This design comes from an exercise in tuning for small area on the open sky130 flow, not from production work. At most, simulation tests tie the RTL to the original design; equivalence was not proved. Power figures rest on the tool's default switching activity, not on a simulated workload.

== indigo ==
==> flow/design.v (excerpt) <==
module Top_Memory_Game (
    input wire clk,
    input wire rst_n,
    input wire [7:0] btn_raw,
    output wire [7:0] led_out,
    output wire [7:0] seg_data,
    output wire [7:0] seg_sel,
    output reg pwm_servo,
    output wire lcd_rs,
    output wire lcd_rw,
    output wire lcd_en,
    output reg [7:0] lcd_data
);
Size: roughly 970 cells after synthesis, about 210 flip-flops, roughly 46 I/O pins, ~9100 sq um of cells after synthesis.
export LEC_CHECK = 0
export CAP_MARGIN = 20
export CORE_MARGIN = 2
export CORE_UTILIZATION = 75
export CTS_BUF_LIST = sky130_fd_sc_hd__clkbuf_8
export CTS_CLUSTER_DIAMETER = 60
export CTS_CLUSTER_SIZE = 20
export SLEW_MARGIN = 20
create_clock -name core_clock -period 25.0 [get_ports {clk}]
standard.sh (not shown) runs the stock make flow with config.mk's settings and CLKGATE_MAP_FILE= SYNTH_SCRIPT=/design/flow/synth_recipe.tcl, a recipe that flattens the netlist after the stock synthesis.
==> flow/flow/run.sh <==
#!/bin/bash
# Own layout flow: the standard ORFS flow (standard.sh) with these changes:
#  - Yosys's ABC technology mapping uses an area-oriented script
#    (flow/abc_area.script) in place of ORFS's delay-oriented one;
#  - adders are left to ABC (no ORFS half/full-adder cell mapping);
#  - the port buffers are buf_1 cells;
#  - clock tree synthesis adds no dummy loads (same clustering settings
#    as config.mk's CTS_* values).
# Everything else (synthesis script, floorplan, power grid, placement,
# routing) is ORFS's own. Each tool's output goes to its own log under
# orfs/logs/, and make's output to flow_make.log.
set -euo pipefail
W=$(pwd)
rm -rf "$W/orfs_scripts"
mkdir -p "$W/orfs_scripts"
cp -r "$FLOW_HOME/scripts/." "$W/orfs_scripts/"
cp "$W/flow/abc_area.script" "$W/orfs_scripts/abc_speed.script"
CTS="-sink_clustering_enable -repair_clock_nets -dont_use_dummy_load"
CTS="$CTS -sink_clustering_size 20 -sink_clustering_max_diameter 60"
CTS="$CTS -buf_list sky130_fd_sc_hd__clkbuf_8"
bash "$W/standard.sh" "SCRIPTS_DIR=$W/orfs_scripts" "ADDER_MAP_FILE=" \
    "BUFFER_PORTS_ARGS=-buffer_cell sky130_fd_sc_hd__buf_1" \
    "CTS_ARGS=$CTS" finish > "$W/flow_make.log" 2>&1
test -f "$W/out/final.def"
==> flow/flow/abc_area.script <==
strash
&get -n
&deepsyn -T 60
&put
dch
&get -n
&nf -a -R 200
&put
diff inputs: indigo => nickel
-- flow/flow/run.sh --
<<< indigo, line 18
CTS="-sink_clustering_enable -repair_clock_nets -dont_use_dummy_load"
CTS="$CTS -sink_clustering_size 20 -sink_clustering_max_diameter 60"
CTS="$CTS -buf_list sky130_fd_sc_hd__clkbuf_8"
bash "$W/standard.sh" "SCRIPTS_DIR=$W/orfs_scripts" "ADDER_MAP_FILE=" \
    "BUFFER_PORTS_ARGS=-buffer_cell sky130_fd_sc_hd__buf_1" \
>>> nickel, line 18
CTS="-sink_clustering_enable -repair_clock_nets -dont_use_dummy_load"
CTS="$CTS -sink_clustering_size 20 -sink_clustering_max_diameter 60"
CTS="$CTS -buf_list sky130_fd_sc_hd__clkbuf_8 -root_buf sky130_fd_sc_hd__clkbuf_4 -tree_buf sky130_fd_sc_hd__clkbuf_4"
bash "$W/standard.sh" "SCRIPTS_DIR=$W/orfs_scripts" "ADDER_MAP_FILE=" \
    "BUFFER_PORTS_ARGS=-buffer_cell sky130_fd_sc_hd__buf_1" \
--- outcome ---
Looking at the reports, nickel completed the entire flow and the layout it produced met the timing, DRC and antenna checks. Going from indigo to nickel, routed wire length roughly the same, async set or reset register ratio after synthesis held, post-route fraction of the period consumed by the critical path picked up an extra 0.27 points.
Inputs modified between nickel and raven:
Settings: changing CTS_CLUSTER_SIZE from 20 to 16.
-- flow/flow/run.sh --
<<< nickel, line 17
cp "$W/flow/abc_area.script" "$W/orfs_scripts/abc_speed.script"
CTS="-sink_clustering_enable -repair_clock_nets -dont_use_dummy_load"
CTS="$CTS -sink_clustering_size 20 -sink_clustering_max_diameter 60"
CTS="$CTS -buf_list sky130_fd_sc_hd__clkbuf_8 -root_buf sky130_fd_sc_hd__clkbuf_4 -tree_buf sky130_fd_sc_hd__clkbuf_4"
bash "$W/standard.sh" "SCRIPTS_DIR=$W/orfs_scripts" "ADDER_MAP_FILE=" \
    "BUFFER_PORTS_ARGS=-buffer_cell sky130_fd_sc_hd__buf_1" \
>>> raven, line 17
cp "$W/flow/abc_area.script" "$W/orfs_scripts/abc_speed.script"
CTS="-sink_clustering_enable -repair_clock_nets -dont_use_dummy_load"
CTS="$CTS -sink_clustering_size 16 -sink_clustering_max_diameter 60"
CTS="$CTS -buf_list sky130_fd_sc_hd__clkbuf_8"
bash "$W/standard.sh" "SCRIPTS_DIR=$W/orfs_scripts" "ADDER_MAP_FILE=" \
    "BUFFER_PORTS_ARGS=-buffer_cell sky130_fd_sc_hd__buf_1" \
==> results.txt <==
| sequential power | nickel vs raven | ≈ equal |. Re synthesis-to-finish area growth: nickel was lower than raven. nickel ended up with sh7[6]$_DFFE_PN0P_ as its beginning of the critical path; raven ended up with ph[1]$_SDFF_PP0_. When the final numbers for nickel and raven were put side by side, the DRC violation total after the first TritonRoute iteration turned out to be smaller in nickel. nickel leaves less setup margin than raven.


run 1:
Another version of the RTL of Top_Memory_Game (not shown whole).
For scale: roughly 1200 cells after synthesis, roughly 210 flip-flops, roughly 46 I/O pins, roughly 11000 um2 of cells after synthesis.
make LEC_CHECK=0 CAP_MARGIN=20 CORE_MARGIN=2 CORE_UTILIZATION=60 CTS_BUF_LIST='sky130_fd_sc_hd__clkbuf_2 sky130_fd_sc_hd__clkbuf_4' CTS_CLUSTER_SIZE=20 SLEW_MARGIN=20 finish   # period 25.0 ns
run.sh (not shown) runs the stock make flow with config.mk's settings and CLKGATE_MAP_FILE= SYNTH_SCRIPT=/design/flow/synth_recipe.tcl, a recipe that flattens the netlist after the stock synthesis.
Stock flow here: none of the scripts above is used.
Changes in run 2 relative to run 1:
- CTS_BUF_LIST now sky130_fd_sc_hd__clkbuf_8 sky130_fd_sc_hd__clkbuf_16, was sky130_fd_sc_hd__clkbuf_2 sky130_fd_sc_hd__clkbuf_4
- CTS_CLUSTER_SIZE now 30, was 20
### Flow results
Max share of the clock period used by the worst path after layout across run 2 and run 1: run 1. In the tables for run 2 and run 1, share of the core filled with cells in the final layout reads lower with run 1. Vias: run 2 below run 1. Of run 2 and run 1, it is run 2 that has the lower worst-skew pair later-pin latency. Between run 1 and run 2, the flow reports met3 wire length increasing by a few percent. Max largest voltage drop on the vdd net across run 2 and run 1: run 2. Going from run 1 to run 2, clock skew shrinks by 42 ps. Run 2 vs. run 1: final routed wirelength across all metal layers stayed essentially flat; share of the final layout cell area in sequential cells saw a decrease. Final period demand of the worst path: run 2 vs run 1 down 150 ps.
### run 2 -> run 3
- CTS_CLUSTER_SIZE: 30 -> 12
- CTS_BUF_LIST: sky130_fd_sc_hd__clkbuf_8 sky130_fd_sc_hd__clkbuf_16 -> sky130_fd_sc_hd__clkbuf_4 sky130_fd_sc_hd__clkbuf_8
Run 3 completed end to end with timing, DRC and antenna clean. Run 2: PASS, flow complete, no timing, DRC or antenna violations. Fraction of cell area in non-clock buffers delta (run 2 -> run 3): insignificant. Of run 3 and run 2, run 2 shows the lower switching power, with run 3 above it. Summary of run 3 over run 2: floorplan die area comparable, worst setup slack now sits lower. On worst hold margin, run 2 tracks run 3 almost exactly. Synthesized cell count: run 2 vs run 3 identical.
No functional check of the RTL was part of any run of this note.


Another version of the RTL of Top_Memory_Game (not shown whole).
Size: roughly 46 I/O pins, about 11000 um2 of cells after synthesis.
==> flow/config.mk <==
export PLATFORM = sky130hd
export DESIGN_NAME = Top_Memory_Game
export DESIGN_NICKNAME = Top_Memory_Game
export VERILOG_FILES = /design/flow/design.v
export SDC_FILE = /design/flow/constraint.sdc
export NUM_CORES = 4
export LEC_CHECK = 0
export CAP_MARGIN = 20
export CORE_MARGIN = 2
export CORE_UTILIZATION = 60
export CTS_BUF_LIST = sky130_fd_sc_hd__clkbuf_8
export CTS_CLUSTER_DIAMETER = 60
export CTS_CLUSTER_SIZE = 16
export SLEW_MARGIN = 20
==> flow/constraint.sdc <==
create_clock -name core_clock -period 25.0 [get_ports {clk}]
set_input_delay 5.0000 -clock core_clock [delete_from_list [all_inputs] [get_ports {clk}]]
set_output_delay 5.0000 -clock core_clock [all_outputs]
set_load 0.01 [all_outputs]
Next try:
==> flow/flow/run.sh (new file) <==
#!/bin/bash
# Own layout flow: the standard ORFS flow (standard.sh) with two changes:
#  - Yosys's ABC technology mapping uses an area-oriented script
#    (flow/abc_area_deep.script) in place of ORFS's delay-oriented one;
#  - the port buffers are buf_1 cells.
# Everything else (synthesis script, floorplan, power grid, CTS, routing) is
# ORFS's own. Each tool's output goes to its own log under orfs/logs/, and
# make's output to flow_make.log.
set -euo pipefail
W=$(pwd)
rm -rf "$W/orfs_scripts"
mkdir -p "$W/orfs_scripts"
cp -r "$FLOW_HOME/scripts/." "$W/orfs_scripts/"
cp "$W/flow/abc_area_deep.script" "$W/orfs_scripts/abc_speed.script"
bash "$W/standard.sh" "SCRIPTS_DIR=$W/orfs_scripts" \
    "BUFFER_PORTS_ARGS=-buffer_cell sky130_fd_sc_hd__buf_1" finish > "$W/flow_make.log" 2>&1
test -f "$W/out/final.def"
==> flow/flow/abc_area_deep.script (new file) <==
strash
&get -n
&deepsyn -T 120
&put
dch
amap
==> flow/standard.sh (new file) <==
#!/bin/bash
# synth_recipe.tcl (not shown) runs the flow's synth.tcl, then flattens the netlist and writes it again
# the make line also repeats each setting of config.mk as NAME=value (left out here)
make -C /OpenROAD-flow-scripts/flow DESIGN_CONFIG=/design/flow/config.mk WORK_HOME=/design/flow/orfs CLKGATE_MAP_FILE= SYNTH_SCRIPT=/design/flow/synth_recipe.tcl "${@:-finish}"
removed: flow/run.sh
The changed run produced a clean layout.
Final area is lower by 8.8%.
Power is lower by 6.6%.
Clock power is lower by 11%.
Worst setup slack improves by 120 ps.
Routed wire length is lower by 1.1%.


zinc:
Top_Memory_Game, a different RTL version from the one above (not shown whole).
For scale: roughly 1200 cells after synthesis, ~210 flip-flops, roughly 46 I/O pins, roughly 11000 um2 of cells after synthesis.
clock: 25.0 ns
lec_check: 0
cap_margin: 20
core_margin: 2
core_utilization: 60
cts_buf_list: sky130_fd_sc_hd__clkbuf_8 sky130_fd_sc_hd__clkbuf_16
cts_cluster_diameter: 40
cts_cluster_size: 20
slew_margin: 20
Stock flow here: none of the scripts above is used.
Setup changes, zinc to onyx
Settings: changing CTS_CLUSTER_DIAMETER from 40 to 60; changing CTS_CLUSTER_SIZE from 20 to 16; changing CTS_BUF_LIST from sky130_fd_sc_hd__clkbuf_8 sky130_fd_sc_hd__clkbuf_16 to sky130_fd_sc_hd__clkbuf_8.
==> comparison <==
- onyx: all stages complete, timing, DRC and antenna checks passed
- | total power | onyx vs zinc | better |
- Cells: onyx has fewer instances than zinc
- Overall die width came out exactly the same in onyx and zinc.
- In terms of total core area, onyx and zinc differ only marginally.
- onyx falls short of zinc in fmax.
- Relative to zinc, utilization decreased by 3.4 points in onyx.
Here is what was changed in the inputs of garnet compared with onyx.
Settings: changing CTS_CLUSTER_SIZE from 16 to 20; changing CTS_CLUSTER_DIAMETER from 60 to 40.
--- outcome ---
- Worst-case setup margin in the final layout across onyx and garnet: no real change.
- Between garnet and onyx, the total of buffers placed on input and output ports figures differ only marginally.
- The estimated power of garnet ends up higher than the estimate for onyx.
- | clock power | higher: garnet |
- Status: shortest clock period the worst path allows after layout parity (garnet, onyx)
- Length of routed met3 wiring, garnet vs onyx: up by a few percent
- The sequential share of layout area in garnet was lower than what onyx gave.
Function was not checked in any run of this note: the RTL went through the layout flow alone.


juniper:
Top_Memory_Game with an RTL version that a note above also has.
Size in the first run: roughly 210 flip-flops, roughly 46 I/O pins.
## Top_Memory_Game
module Top_Memory_Game (
    input wire clk,
    input wire rst_n,
    input wire [7:0] btn_raw,
    output wire [7:0] led_out,
    output wire [7:0] seg_data,
    output wire [7:0] seg_sel,
    output reg pwm_servo,
    output wire lcd_rs,
    output wire lcd_rw,
    output wire lcd_en,
    output reg [7:0] lcd_data
);
export LEC_CHECK = 0
export CAP_MARGIN = 20
export CORE_MARGIN = 2
export CORE_UTILIZATION = 75
export CTS_BUF_LIST = sky130_fd_sc_hd__clkbuf_8
export CTS_CLUSTER_DIAMETER = 45
export CTS_CLUSTER_SIZE = 20
export SLEW_MARGIN = 20
create_clock -name core_clock -period 25.0 [get_ports {clk}]
standard.sh (not shown) runs the stock make flow with config.mk's settings and CLKGATE_MAP_FILE= SYNTH_SCRIPT=/design/flow/synth_recipe.tcl, a recipe that flattens the netlist after the stock synthesis.
==> flow/flow/run.sh <==
#!/bin/bash
# Own layout flow: the standard ORFS flow (standard.sh) with these changes:
#  - Yosys's ABC technology mapping uses an area-oriented script
#    (flow/abc_area.script) in place of ORFS's delay-oriented one;
#  - adders are left to ABC (no ORFS half/full-adder cell mapping);
#  - the port buffers are buf_1 cells;
#  - clock tree synthesis adds no dummy loads (same clustering settings
#    as config.mk's CTS_* values).
# Everything else (synthesis script, floorplan, power grid, placement,
# routing) is ORFS's own. Each tool's output goes to its own log under
# orfs/logs/, and make's output to flow_make.log.
set -euo pipefail
W=$(pwd)
rm -rf "$W/orfs_scripts"
mkdir -p "$W/orfs_scripts"
cp -r "$FLOW_HOME/scripts/." "$W/orfs_scripts/"
cp "$W/flow/abc_area.script" "$W/orfs_scripts/abc_speed.script"
CTS="-sink_clustering_enable -repair_clock_nets -dont_use_dummy_load"
CTS="$CTS -sink_clustering_size 20 -sink_clustering_max_diameter 45"
CTS="$CTS -buf_list sky130_fd_sc_hd__clkbuf_8"
bash "$W/standard.sh" "SCRIPTS_DIR=$W/orfs_scripts" "ADDER_MAP_FILE=" \
    "BUFFER_PORTS_ARGS=-buffer_cell sky130_fd_sc_hd__buf_1" \
    "CTS_ARGS=$CTS" finish > "$W/flow_make.log" 2>&1
test -f "$W/out/final.def"
Scripts as last shown in full above: flow/flow/abc_area.script
juniper: flow completed, timing, DRC and antenna clean
diff inputs: juniper => xenon
- swapping 45 for 60 in CTS_CLUSTER_DIAMETER
-- flow/flow/run.sh --
<<< juniper, line 6
#  - the port buffers are buf_1 cells;
#  - clock tree synthesis adds no dummy loads (same clustering settings
#    as config.mk's CTS_* values).
# Everything else (synthesis script, floorplan, power grid, placement,
>>> xenon, line 6
#  - the port buffers are buf_1 cells;
#  - clock tree synthesis adds no dummy loads and uses small buffers above
#    the leaf level (clustering settings as config.mk's CTS_* values).
# Everything else (synthesis script, floorplan, power grid, placement,
<<< juniper, line 18
CTS="-sink_clustering_enable -repair_clock_nets -dont_use_dummy_load"
CTS="$CTS -sink_clustering_size 20 -sink_clustering_max_diameter 45"
CTS="$CTS -buf_list sky130_fd_sc_hd__clkbuf_8"
bash "$W/standard.sh" "SCRIPTS_DIR=$W/orfs_scripts" "ADDER_MAP_FILE=" \
>>> xenon, line 18
CTS="-sink_clustering_enable -repair_clock_nets -dont_use_dummy_load"
CTS="$CTS -sink_clustering_size 20 -sink_clustering_max_diameter 60"
CTS="$CTS -buf_list sky130_fd_sc_hd__clkbuf_8 -root_buf sky130_fd_sc_hd__clkbuf_2 -tree_buf sky130_fd_sc_hd__clkbuf_2"
bash "$W/standard.sh" "SCRIPTS_DIR=$W/orfs_scripts" "ADDER_MAP_FILE=" \
### Flow results
Per the final summary, juniper finished and its layout is clean on timing, DRC and antenna. xenon finished every step from synthesis to the final layout, and the layout passed the timing, DRC and antenna checks. On total number of vias, xenon tracks juniper almost exactly. Non-clock buffer count came out exactly the same in juniper and xenon. The power share of the clock group in xenon was lower than what juniper gave.
Changes in sierra relative to xenon:
- CTS_CLUSTER_SIZE: 20 -> 14
-- flow/flow/run.sh --
<<< xenon, line 6
#  - the port buffers are buf_1 cells;
#  - clock tree synthesis adds no dummy loads and uses small buffers above
#    the leaf level (clustering settings as config.mk's CTS_* values).
# Everything else (synthesis script, floorplan, power grid, placement,
>>> sierra, line 6
#  - the port buffers are buf_1 cells;
#  - clock tree synthesis adds no dummy loads (same clustering settings
#    as config.mk's CTS_* values).
# Everything else (synthesis script, floorplan, power grid, placement,
<<< xenon, line 18
CTS="-sink_clustering_enable -repair_clock_nets -dont_use_dummy_load"
CTS="$CTS -sink_clustering_size 20 -sink_clustering_max_diameter 60"
CTS="$CTS -buf_list sky130_fd_sc_hd__clkbuf_8 -root_buf sky130_fd_sc_hd__clkbuf_2 -tree_buf sky130_fd_sc_hd__clkbuf_2"
bash "$W/standard.sh" "SCRIPTS_DIR=$W/orfs_scripts" "ADDER_MAP_FILE=" \
>>> sierra, line 18
CTS="-sink_clustering_enable -repair_clock_nets -dont_use_dummy_load"
CTS="$CTS -sink_clustering_size 14 -sink_clustering_max_diameter 60"
CTS="$CTS -buf_list sky130_fd_sc_hd__clkbuf_8"
bash "$W/standard.sh" "SCRIPTS_DIR=$W/orfs_scripts" "ADDER_MAP_FILE=" \
Notes after the runs:
- Higher synthesis-to-layout area growth goes to sierra over xenon.
- Relative to xenon, worst clock skew decreased by 0.058 ns in sierra.
- sierra — post-route clock period utilization 0.68 points lower, xenon as reference
The following lists how yarrow was set up differently from sierra:
- CTS_CLUSTER_SIZE now 16, was 14
==> flow/flow/run.sh <==
#!/bin/bash
# Own layout flow: the standard ORFS flow (standard.sh) with three changes:
#  - Yosys's ABC technology mapping uses an area-oriented script
#    (flow/abc_area.script) in place of ORFS's delay-oriented one;
#  - adders are left to ABC (no ORFS half/full-adder cell mapping);
#  - the port buffers are buf_1 cells.
# Everything else (synthesis script, floorplan, power grid, CTS, routing) is
# ORFS's own. Each tool's output goes to its own log under orfs/logs/, and
# make's output to flow_make.log.
set -euo pipefail
W=$(pwd)
rm -rf "$W/orfs_scripts"
mkdir -p "$W/orfs_scripts"
cp -r "$FLOW_HOME/scripts/." "$W/orfs_scripts/"
cp "$W/flow/abc_area.script" "$W/orfs_scripts/abc_speed.script"
bash "$W/standard.sh" "SCRIPTS_DIR=$W/orfs_scripts" "ADDER_MAP_FILE=" \
    "BUFFER_PORTS_ARGS=-buffer_cell sky130_fd_sc_hd__buf_1" finish > "$W/flow_make.log" 2>&1
test -f "$W/out/final.def"
Findings:
yarrow against sierra: power level, core utilization moved up, hold slack moved up, wire length reported by the detailed router moved down, register-to-register setup slack moved up. Slowest stage cell on the critical path = dfrtp_1: yarrow; slowest stage cell on the critical path = nor3b_1: sierra. Lower via count was reported by sierra, not yarrow.

## afterwards: timing with drivers on the ports
In the flow no input, the clock included, has a driving cell. The finished layouts below were timed again as built, in two steps. Step 1 (the two cells are an assumption about what drives the block):
set clk [get_ports {clk}]
set_driving_cell -lib_cell sky130_fd_sc_hd__clkbuf_16 $clk
set_driving_cell -lib_cell sky130_fd_sc_hd__buf_2 [delete_from_list [all_inputs] $clk]
Step 2 also shifts input and output timing later by t, the mid clock arrival at the registers, as if the neighbouring blocks saw the same clock. Slacks: ideal ports / drivers / drivers and shift; pairs: ideal ports / drivers.
run | t (ns) | setup WS [ns] | latest minus earliest clock arrival (ns) | worst slew at a driven data input, ns
indigo | 0.517 | 17.092 / 17.055 / 17.572 | 0.068 / 0.068 | 0.05
nickel | 0.606 | 17.023 / 16.988 / 17.594 | 0.072 / 0.072 | 0.05
raven | 0.530 | 17.077 / 17.041 / 17.571 | 0.053 / 0.053 | 0.05
run 1 | 0.681 | 15.911 / 15.873 / 16.554 | 0.055 / 0.055 | 0.03
run 2 | 0.544 | 16.062 / 16.017 / 16.561 | 0.012 / 0.012 | 0.03
run 3 | 0.551 | 16.049 / 16.009 / 16.560 | 0.031 / 0.031 | 0.03
the first run of note 3 | 0.586 | 16.038 / 15.995 / 16.581 | 0.048 / 0.049 | 0.03
the second run of note 3 | 0.564 | 16.156 / 16.115 / 16.678 | 0.022 / 0.023 | 0.04
zinc | 0.597 | 15.852 / 15.805 / 16.401 | 0.023 / 0.023 | 0.03
onyx | 0.583 | 15.814 / 15.770 / 16.353 | 0.030 / 0.029 | 0.03
garnet | 0.607 | 15.815 / 15.769 / 16.375 | 0.032 / 0.033 | 0.03
juniper | 0.539 | 17.086 / 17.051 / 17.590 | 0.085 / 0.084 | 0.05
xenon | 0.714 | 16.933 / 16.899 / 17.613 | 0.102 / 0.101 | 0.05
sierra | 0.537 | 17.103 / 17.064 / 17.601 | 0.044 / 0.044 | 0.05
yarrow | 0.550 | 17.099 / 17.062 / 17.612 | 0.031 / 0.032 | 0.05
After both steps setup and hold are still met in every run listed.
